This design comes from an exercise in tuning for small area, a short achievable clock period and few clock cycles on the open sky130 flow, not from production work. The RTL was checked by simulation tests, not by an equivalence proof against the original design. Power and IR drop assume default switching activity.

==> module fmul2, before the edit <==
module fmul2 (clock, a, b, en2, z, zn);
input         clock;
input  [31:0] a, b;
input         en2;
output reg [31:0] z;
output     [31:0] zn;       
wire [7:0]  ea = a[30:23], eb = b[30:23];
wire        za = (ea == 8'd0), zb = (eb == 8'd0);
wire        ia = (ea == 8'hff), ib = (eb == 8'hff);
wire        na = ia & (a[22:0] != 23'd0), nb = ib & (b[22:0] != 23'd0);
wire [1:0]  cls = (na | nb | (ia & zb) | (ib & za)) ? 2'd3 :
                  (ia | ib) ? 2'd2 : (za | zb) ? 2'd1 : 2'd0;
wire [47:0] ps, pc;
mant_mul mm (.a({1'b1, a[22:0]}), .b({1'b1, b[22:0]}), .s(ps), .c(pc));
reg [47:0] s1, c1;
reg [9:0]  e1;
reg        sz1;
reg [1:0]  cl1;
always @(posedge clock) begin
	s1 <= ps; c1 <= pc;
	e1 <= {2'b0, ea} + {2'b0, eb} - 10'd127;
	sz1 <= a[31] ^ b[31];
	cl1 <= cls;
end
wire [21:0] lsum;
wire        co1;
ksadd #(.N(22)) lo (.a(s1[21:0]), .b(c1[21:0]), .ci(1'b0), .s(lsum), .co(co1));
wire [21:0] zx = (s1[21:0] ^ c1[21:0]) ^ {(s1[20:0] | c1[20:0]), 1'b0};
wire        lz1 = (zx == 22'd0);
wire [25:0] p0, p1;
ksadd2 #(.N(26)) hi (.a(s1[47:22]), .b(c1[47:22]), .s0(p0), .s1(p1));
wire [25:0] p = co1 ? p1 : p0;
wire        n1 = p[25];
wire [23:0] m0 = n1 ? p[25:2] : p[24:1];
wire        g  = n1 ? p[1] : p[0];
wire        st = n1 ? (p[0] | ~lz1) : ~lz1;
wire        up = g & (st | m0[0]);
wire [23:0] i2, i1;
wire        c2, c1i;
ksinc #(.N(24)) inc2 (.a(p[25:2]), .ci(1'b1), .s(i2), .co(c2));
ksinc #(.N(24)) inc1 (.a(p[24:1]), .ci(1'b1), .s(i1), .co(c1i));
wire [23:0] mi = up ? (n1 ? i2 : i1) : m0;
wire        mco = up & (n1 ? c2 : c1i);
wire [9:0]  e0 = e1 + {9'd0, n1} + {9'd0, mco};
wire [22:0] mf = mco ? 23'd0 : mi[22:0];
reg  [31:0] zr;
always @(*) begin
	if (cl1 == 2'd3)                       zr = 32'h7fc00000;
	else if (cl1 == 2'd2)                  zr = {sz1, 8'hff, 23'd0};
	else if (cl1 == 2'd1)                  zr = {sz1, 31'd0};
	else if (e0[9])                        zr = {sz1, 31'd0};
	else if (e0[8] | (e0[7:0] == 8'hff))   zr = {sz1, 8'hff, 23'd0};
	else if (e0[7:0] == 8'd0)              zr = {sz1, 31'd0};
	else                                   zr = {sz1, e0[7:0], mf};
end
assign zn = zr;
always @(posedge clock) if (en2) z <= zr;
endmodule
==> module ksadd2, before the edit <==
module ksadd2 (a, b, s0, s1);
parameter N = 8;
input  [N-1:0] a, b;
output [N-1:0] s0, s1;
localparam LV = 6;     
wire [N-1:0] g [0:LV];
wire [N-1:0] p [0:LV];
assign g[0] = a & b;
assign p[0] = a ^ b;
genvar l, i;
generate for (l = 0; l < LV; l = l + 1) begin : lv
	for (i = 0; i < N; i = i + 1) begin : bt
		if (i >= (1 << l)) begin : c
			assign g[l+1][i] = g[l][i] | (p[l][i] & g[l][i - (1 << l)]);
			assign p[l+1][i] = p[l][i] & p[l][i - (1 << l)];
		end else begin : n
			assign g[l+1][i] = g[l][i];
			assign p[l+1][i] = p[l][i];
		end
	end
end endgenerate
assign s0 = (a ^ b) ^ {g[LV][N-2:0], 1'b0};
assign s1 = (a ^ b) ^ {g[LV][N-2:0] | p[LV][N-2:0], 1'b1};
endmodule
==> module fdiv_it, before the edit <==
module fdiv_it (clock, go, a, b, z);
input         clock, go;
input  [31:0] a, b;
output reg [31:0] z;
wire        sa = a[31], sb = b[31];
wire [7:0]  ea = a[30:23], eb = b[30:23];
wire        za = (ea == 8'd0), zb = (eb == 8'd0);
wire        ia = (ea == 8'hff), ib = (eb == 8'hff);
wire        na = ia & (a[22:0] != 23'd0), nb = ib & (b[22:0] != 23'd0);
wire [23:0] ma = {1'b1, a[22:0]};
wire [23:0] mb = {1'b1, b[22:0]};
wire [23:0] ltd;
wire        ge;
ksadd #(.N(24)) cmp (.a(ma), .b(~mb), .ci(1'b1), .s(ltd), .co(ge));
wire        lt = ~ge;
wire [9:0]  x0 = {2'b0, ea} - {2'b0, eb} + 10'd127 - {9'd0, lt};
wire [1:0]  c0 = (na | nb | (za & zb) | (ia & ib)) ? 2'd3 :
                 (ia | zb) ? 2'd2 :
                 (za | ib) ? 2'd1 : 2'd0;
wire [24:0] r1a, r1b;
wire        r1ac, r1bc;
ksadd #(.N(25)) sub1a (.a({1'b0, ma}), .b(~{1'b0, mb}), .ci(1'b1), .s(r1a), .co(r1ac));
ksadd #(.N(25)) sub1b (.a({ma, 1'b0}), .b(~{1'b0, mb}), .ci(1'b1), .s(r1b), .co(r1bc));
wire [24:0] r1 = lt ? r1b : r1a;
reg [23:0] r;
wire [23:0] d1 = mb;    
reg [25:0] d3;
reg [24:0] q;
reg [9:0]  x;
reg        s;
reg [1:0]  c;
reg [3:0]  n;
reg        rnd;
wire [23:0] ra, rb;
wire [1:0]  qa;
wire        qb;
dstep4 sa_ (r,  d1, {d1, 1'b0}, d3, ra, qa);
dstep2 sb_ (ra, d1, rb, qb);
always @(posedge clock) begin
	if (go) begin
		r <= r1[23:0]; d3 <= {1'b0, mb, 1'b0} + {2'b00, mb};
		q <= 25'd1;
		x <= x0; s <= sa ^ sb; c <= c0;
		n <= 4'd8;
	end else if (n != 4'd0) begin
		r <= rb; q <= {q[21:0], qa, qb};
		n <= n - 4'd1;
	end
	rnd <= (n == 4'd1) & ~go;
end
wire        stk = (r != 24'd0);
wire        up = q[0] & (stk | q[1]);
wire [24:0] mr = {1'b0, q[24:1]} + {24'd0, up};
wire [9:0]  xr = x + {9'd0, mr[24]};
wire [22:0] mf = mr[24] ? mr[23:1] : mr[22:0];
always @(posedge clock) if (rnd) begin
	if (c == 2'd3)                        z <= 32'h7fc00000;
	else if (c == 2'd2)                   z <= {s, 8'hff, 23'd0};
	else if (c == 2'd1)                   z <= {s, 31'd0};
	else if (xr[9] | (xr[8:0] == 9'd0))   z <= {s, 31'd0};
	else if (xr[8] | (xr[7:0] == 8'hff))  z <= {s, 8'hff, 23'd0};
	else                                  z <= {s, xr[7:0], mf};
end
endmodule
make LEC_CHECK=0 ABC_AREA=1 CAP_MARGIN=30 CORE_MARGIN=2 CORE_UTILIZATION=35 PLACE_DENSITY=0.45 SLEW_MARGIN=30 finish   # period 30.0 ns
run.sh (not shown) runs the stock make flow with config.mk's settings and CLKGATE_MAP_FILE= SYNTH_SCRIPT=/design/flow/synth_recipe.tcl, a recipe that flattens the netlist after the stock synthesis.
Testbench counts at the start, summed over its fixed seeds: cycles 9,864.
Edit:
--- a/flow/design.v
+++ b/flow/design.v
@@ -25,24 +25,21 @@
 wire [21:0] lsum;
 wire        co1;
 ksadd #(.N(22)) lo (.a(s1[21:0]), .b(c1[21:0]), .ci(1'b0), .s(lsum), .co(co1));
 wire [21:0] zx = (s1[21:0] ^ c1[21:0]) ^ {(s1[20:0] | c1[20:0]), 1'b0};
 wire        lz1 = (zx == 22'd0);
-wire [25:0] p0, p1;
-ksadd2 #(.N(26)) hi (.a(s1[47:22]), .b(c1[47:22]), .s0(p0), .s1(p1));
-wire [25:0] p = co1 ? p1 : p0;
+wire [25:0] p;
+wire        pco;
+ksadd #(.N(26)) hi (.a(s1[47:22]), .b(c1[47:22]), .ci(co1), .s(p), .co(pco));
 wire        n1 = p[25];
 wire [23:0] m0 = n1 ? p[25:2] : p[24:1];
 wire        g  = n1 ? p[1] : p[0];
 wire        st = n1 ? (p[0] | ~lz1) : ~lz1;
 wire        up = g & (st | m0[0]);
-wire [23:0] i2, i1;
-wire        c2, c1i;
-ksinc #(.N(24)) inc2 (.a(p[25:2]), .ci(1'b1), .s(i2), .co(c2));
-ksinc #(.N(24)) inc1 (.a(p[24:1]), .ci(1'b1), .s(i1), .co(c1i));
-wire [23:0] mi = up ? (n1 ? i2 : i1) : m0;
-wire        mco = up & (n1 ? c2 : c1i);
+wire [23:0] mi;
+wire        mco;
+ksinc #(.N(24)) inc (.a(m0), .ci(up), .s(mi), .co(mco));
 wire [9:0]  e0 = e1 + {9'd0, n1} + {9'd0, mco};
 wire [22:0] mf = mco ? 23'd0 : mi[22:0];
 reg  [31:0] zr;
 always @(*) begin
 	if (cl1 == 2'd3)                       zr = 32'h7fc00000;
@@ -198,34 +195,10 @@
 	end
 end endgenerate
 assign s = a ^ p[LV][N-1:0];
 assign co = p[LV][N];
 endmodule
-module ksadd2 (a, b, s0, s1);
-parameter N = 8;
-input  [N-1:0] a, b;
-output [N-1:0] s0, s1;
-localparam LV = 6;     
-wire [N-1:0] g [0:LV];
-wire [N-1:0] p [0:LV];
-assign g[0] = a & b;
-assign p[0] = a ^ b;
-genvar l, i;
-generate for (l = 0; l < LV; l = l + 1) begin : lv
-	for (i = 0; i < N; i = i + 1) begin : bt
-		if (i >= (1 << l)) begin : c
-			assign g[l+1][i] = g[l][i] | (p[l][i] & g[l][i - (1 << l)]);
-			assign p[l+1][i] = p[l][i] & p[l][i - (1 << l)];
-		end else begin : n
-			assign g[l+1][i] = g[l][i];
-			assign p[l+1][i] = p[l][i];
-		end
-	end
-end endgenerate
-assign s0 = (a ^ b) ^ {g[LV][N-2:0], 1'b0};
-assign s1 = (a ^ b) ^ {g[LV][N-2:0] | p[LV][N-2:0], 1'b1};
-endmodule
 module mant_mul (input [23:0] a, input [23:0] b, output [47:0] s, output [47:0] c);
 wire [25:0] bb = {2'b00, b};
 wire [26:0] bx = {bb, 1'b0};
 wire one0 = bx[1] ^ bx[0];
 wire two0 = (bx[2] & ~bx[1] & ~bx[0]) | (~bx[2] & bx[1] & bx[0]);
@@ -1061,12 +1034,11 @@
 wire [24:0] r1a, r1b;
 wire        r1ac, r1bc;
 ksadd #(.N(25)) sub1a (.a({1'b0, ma}), .b(~{1'b0, mb}), .ci(1'b1), .s(r1a), .co(r1ac));
 ksadd #(.N(25)) sub1b (.a({ma, 1'b0}), .b(~{1'b0, mb}), .ci(1'b1), .s(r1b), .co(r1bc));
 wire [24:0] r1 = lt ? r1b : r1a;
-reg [23:0] r;
-wire [23:0] d1 = mb;    
+reg [23:0] r, d1;
 reg [25:0] d3;
 reg [24:0] q;
 reg [9:0]  x;
 reg        s;
 reg [1:0]  c;
@@ -1077,11 +1049,11 @@
 wire        qb;
 dstep4 sa_ (r,  d1, {d1, 1'b0}, d3, ra, qa);
 dstep2 sb_ (ra, d1, rb, qb);
 always @(posedge clock) begin
 	if (go) begin
-		r <= r1[23:0]; d3 <= {1'b0, mb, 1'b0} + {2'b00, mb};
+		r <= r1[23:0]; d1 <= mb; d3 <= {1'b0, mb, 1'b0} + {2'b00, mb};
 		q <= 25'd1;
 		x <= x0; s <= sa ^ sb; c <= c0;
 		n <= 4'd8;
 	end else if (n != 4'd0) begin
 		r <= rb; q <= {q[21:0], qa, qb};
After rerunning: The changed run completed without violations. Design area went down by 3.0%. Combinational power went down by 19%. Clock power went down by about 3%. Synthesized cell count went down by 6.2%. Routed wire length went down by 5.7%. Total power went down by 8.1%. Via count went down by 5.9%. Final cell count went down by 5.7%. First-iteration DRC count went down by 5.8%. Fmax went down by 2.8%. Die area went down by 2.9%.
Testbench counts after the change, summed over its fixed seeds: cycles 9,864.

---

MyDesign, a different RTL version from the one above (not shown whole).
Size in the first run: ~13000 cells after synthesis, ~1100 flip-flops, roughly 84 I/O pins, about 100000 um2 of cells after synthesis.
Design MyDesign, start of the top module:
module MyDesign (clock, reset, go, rdAddress, wrAddress, WE, readbus, writebus, overflow, finished);
==> module fmul2, before the edit <==
module fmul2 (clock, a, b, en2, z, zn);
input         clock;
input  [31:0] a, b;
input         en2;
output reg [31:0] z;
output     [31:0] zn;       
wire [7:0]  ea = a[30:23], eb = b[30:23];
wire        za = (ea == 8'd0), zb = (eb == 8'd0);
wire        ia = (ea == 8'hff), ib = (eb == 8'hff);
wire        na = ia & (a[22:0] != 23'd0), nb = ib & (b[22:0] != 23'd0);
wire [1:0]  cls = (na | nb | (ia & zb) | (ib & za)) ? 2'd3 :
                  (ia | ib) ? 2'd2 : (za | zb) ? 2'd1 : 2'd0;
wire [47:0] ps, pc;
mant_mul mm (.a({1'b1, a[22:0]}), .b({1'b1, b[22:0]}), .s(ps), .c(pc));
reg [47:0] s1, c1;
wire [9:0]  ek0 = {2'b0, ea} + {2'b0, eb} - 10'd127;
wire [9:0]  ek1 = {2'b0, ea} + {2'b0, eb} - 10'd126;
wire [9:0]  ek2 = {2'b0, ea} + {2'b0, eb} - 10'd125;
wire [2:0]  zk = {ek2[9] | (~ek2[8] & (ek2[7:0] == 8'd0)), ek1[9] | (~ek1[8] & (ek1[7:0] == 8'd0)), ek0[9] | (~ek0[8] & (ek0[7:0] == 8'd0))};
wire [2:0]  ik = {~ek2[9] & (ek2[8] | (ek2[7:0] == 8'hff)), ~ek1[9] & (ek1[8] | (ek1[7:0] == 8'hff)), ~ek0[9] & (ek0[8] | (ek0[7:0] == 8'hff))};
reg [7:0]  x0, x1, x2;
reg [2:0]  zk1, ik1;
reg        sz1;
reg [1:0]  cl1;
always @(posedge clock) begin
	s1 <= ps; c1 <= pc;
	x0 <= ek0[7:0]; x1 <= ek1[7:0]; x2 <= ek2[7:0]; zk1 <= zk; ik1 <= ik;
	sz1 <= a[31] ^ b[31];
	cl1 <= cls;
end
wire [21:0] lsum;
wire        co1;
ksadd #(.N(22)) lo (.a(s1[21:0]), .b(c1[21:0]), .ci(1'b0), .s(lsum), .co(co1));
wire [21:0] zx = (s1[21:0] ^ c1[21:0]) ^ {(s1[20:0] | c1[20:0]), 1'b0};
wire        lz1 = (zx == 22'd0);
wire [25:0] p;
wire        pco;
ksadd #(.N(26)) hi (.a(s1[47:22]), .b(c1[47:22]), .ci(co1), .s(p), .co(pco));
wire        n1 = p[25];
wire [23:0] m0 = n1 ? p[25:2] : p[24:1];
wire        g  = n1 ? p[1] : p[0];
wire        st = n1 ? (p[0] | ~lz1) : ~lz1;
wire        up = g & (st | m0[0]);
wire [23:0] mi;
wire        mco;
ksinc #(.N(24)) inc (.a(m0), .ci(up), .s(mi), .co(mco));
wire [22:0] mf = mco ? 23'd0 : mi[22:0];
wire        k2 = n1 & mco, k0 = ~n1 & ~mco, k1 = ~k2 & ~k0;
wire        ez = (k0 & zk1[0]) | (k1 & zk1[1]) | (k2 & zk1[2]);
wire        ei = (k0 & ik1[0]) | (k1 & ik1[1]) | (k2 & ik1[2]);
wire [7:0]  ex = ({8{k0}} & x0) | ({8{k1}} & x1) | ({8{k2}} & x2);
reg  [31:0] zr;
always @(*) begin
	if (cl1 == 2'd3)                       zr = 32'h7fc00000;
	else if (cl1 == 2'd2)                  zr = {sz1, 8'hff, 23'd0};
	else if (cl1 == 2'd1)                  zr = {sz1, 31'd0};
	else if (ez)                           zr = {sz1, 31'd0};
	else if (ei)                           zr = {sz1, 8'hff, 23'd0};
	else                                   zr = {sz1, ex, mf};
end
assign zn = zr;
always @(posedge clock) if (en2) z <= zr;
endmodule
export LEC_CHECK = 0
export ABC_AREA = 1
export CAP_MARGIN = 30
export CORE_MARGIN = 2
export CORE_UTILIZATION = 35
export CTS_CLUSTER_DIAMETER = 105
export CTS_CLUSTER_SIZE = 20
export PLACE_DENSITY = 0.45
export SLEW_MARGIN = 30
create_clock -name core_clock -period 30.0 [get_ports {clock}]
Testbench counts at the start, summed over its fixed seeds: cycles 9,864.
Edit:
--- a/flow/design.v
+++ b/flow/design.v
@@ -33,17 +33,21 @@
 ksadd #(.N(22)) lo (.a(s1[21:0]), .b(c1[21:0]), .ci(1'b0), .s(lsum), .co(co1));
 wire [21:0] zx = (s1[21:0] ^ c1[21:0]) ^ {(s1[20:0] | c1[20:0]), 1'b0};
 wire        lz1 = (zx == 22'd0);
-wire [25:0] p;
-wire        pco;
-ksadd #(.N(26)) hi (.a(s1[47:22]), .b(c1[47:22]), .ci(co1), .s(p), .co(pco));
+wire [25:0] p0, p1;
+ksadd2 #(.N(26)) hi (.a(s1[47:22]), .b(c1[47:22]), .s0(p0), .s1(p1));
+wire [25:0] p = co1 ? p1 : p0;
 wire        n1 = p[25];
-wire [23:0] m0 = n1 ? p[25:2] : p[24:1];
-wire        g  = n1 ? p[1] : p[0];
-wire        st = n1 ? (p[0] | ~lz1) : ~lz1;
-wire        up = g & (st | m0[0]);
-wire [23:0] mi;
-wire        mco;
-ksinc #(.N(24)) inc (.a(m0), .ci(up), .s(mi), .co(mco));
+wire        up1 = p[0] & (~lz1 | p[1]);                
+wire        up2 = p[1] & (p[0] | ~lz1 | p[2]);         
+wire [23:0] i2, i1;
+wire        c2, c1i;
+ksinc #(.N(24)) inc2 (.a(p[25:2]), .ci(1'b1), .s(i2), .co(c2));
+ksinc #(.N(24)) inc1 (.a(p[24:1]), .ci(1'b1), .s(i1), .co(c1i));
+wire [23:0] r1m = up1 ? i1 : p[24:1];
+wire [23:0] r2m = up2 ? i2 : p[25:2];
+wire        mc1 = up1 & c1i, mc2 = up2 & c2;
+wire [23:0] mi = n1 ? r2m : r1m;
+wire        mco = n1 ? mc2 : mc1;
 wire [22:0] mf = mco ? 23'd0 : mi[22:0];
 wire        k2 = n1 & mco, k0 = ~n1 & ~mco, k1 = ~k2 & ~k0;
 wire        ez = (k0 & zk1[0]) | (k1 & zk1[1]) | (k2 & zk1[2]);
Outcome:
- worst setup slack gets better by 160 ps
- non-clock buffer count climbs by 19
- sequential cell count is unchanged
- design area increases by 3.4%
- routed wire length went up by 4.8%
Testbench counts after the change, summed over its fixed seeds: cycles 9,864.

## port drivers added, routing unchanged
In the flow no input, the clock included, has a driving cell. The finished layouts below were timed again as built, in two steps. Step 1: set_driving_cell puts a clkbuf_16 on clock and a buf_2 on each other input, an assumption about the parent block. Step 2 also shifts input and output timing later by t, the mid clock arrival at the registers, as if the neighbouring blocks saw the same clock. a / b / c = ideal ports / drivers / drivers and shift; a / b = the first two.
| run | t, ns | setup slack, ns | worst data-port slew with drivers (ns) | cell pins on the clock port's net |
|---|---|---|---|---|
| the first run of note 1 | 0.979 | 21.638 / 21.638 / 21.638 | 0.12 | 1 |
| the second run of note 1 | 0.949 | 21.400 / 21.400 / 21.400 | 0.11 | 1 |
| the first run of note 2 | 0.949 | 21.747 / 21.747 / 21.747 | 0.06 | 1 |
| the second run of note 2 | 0.968 | 21.903 / 21.903 / 21.730 | 0.13 | 1 |
After both steps setup and hold are still met in every run listed. The setup slack of the second run of note 2, which loses most, moves by 0.000 ns with the drivers and by -0.173 ns with both steps.
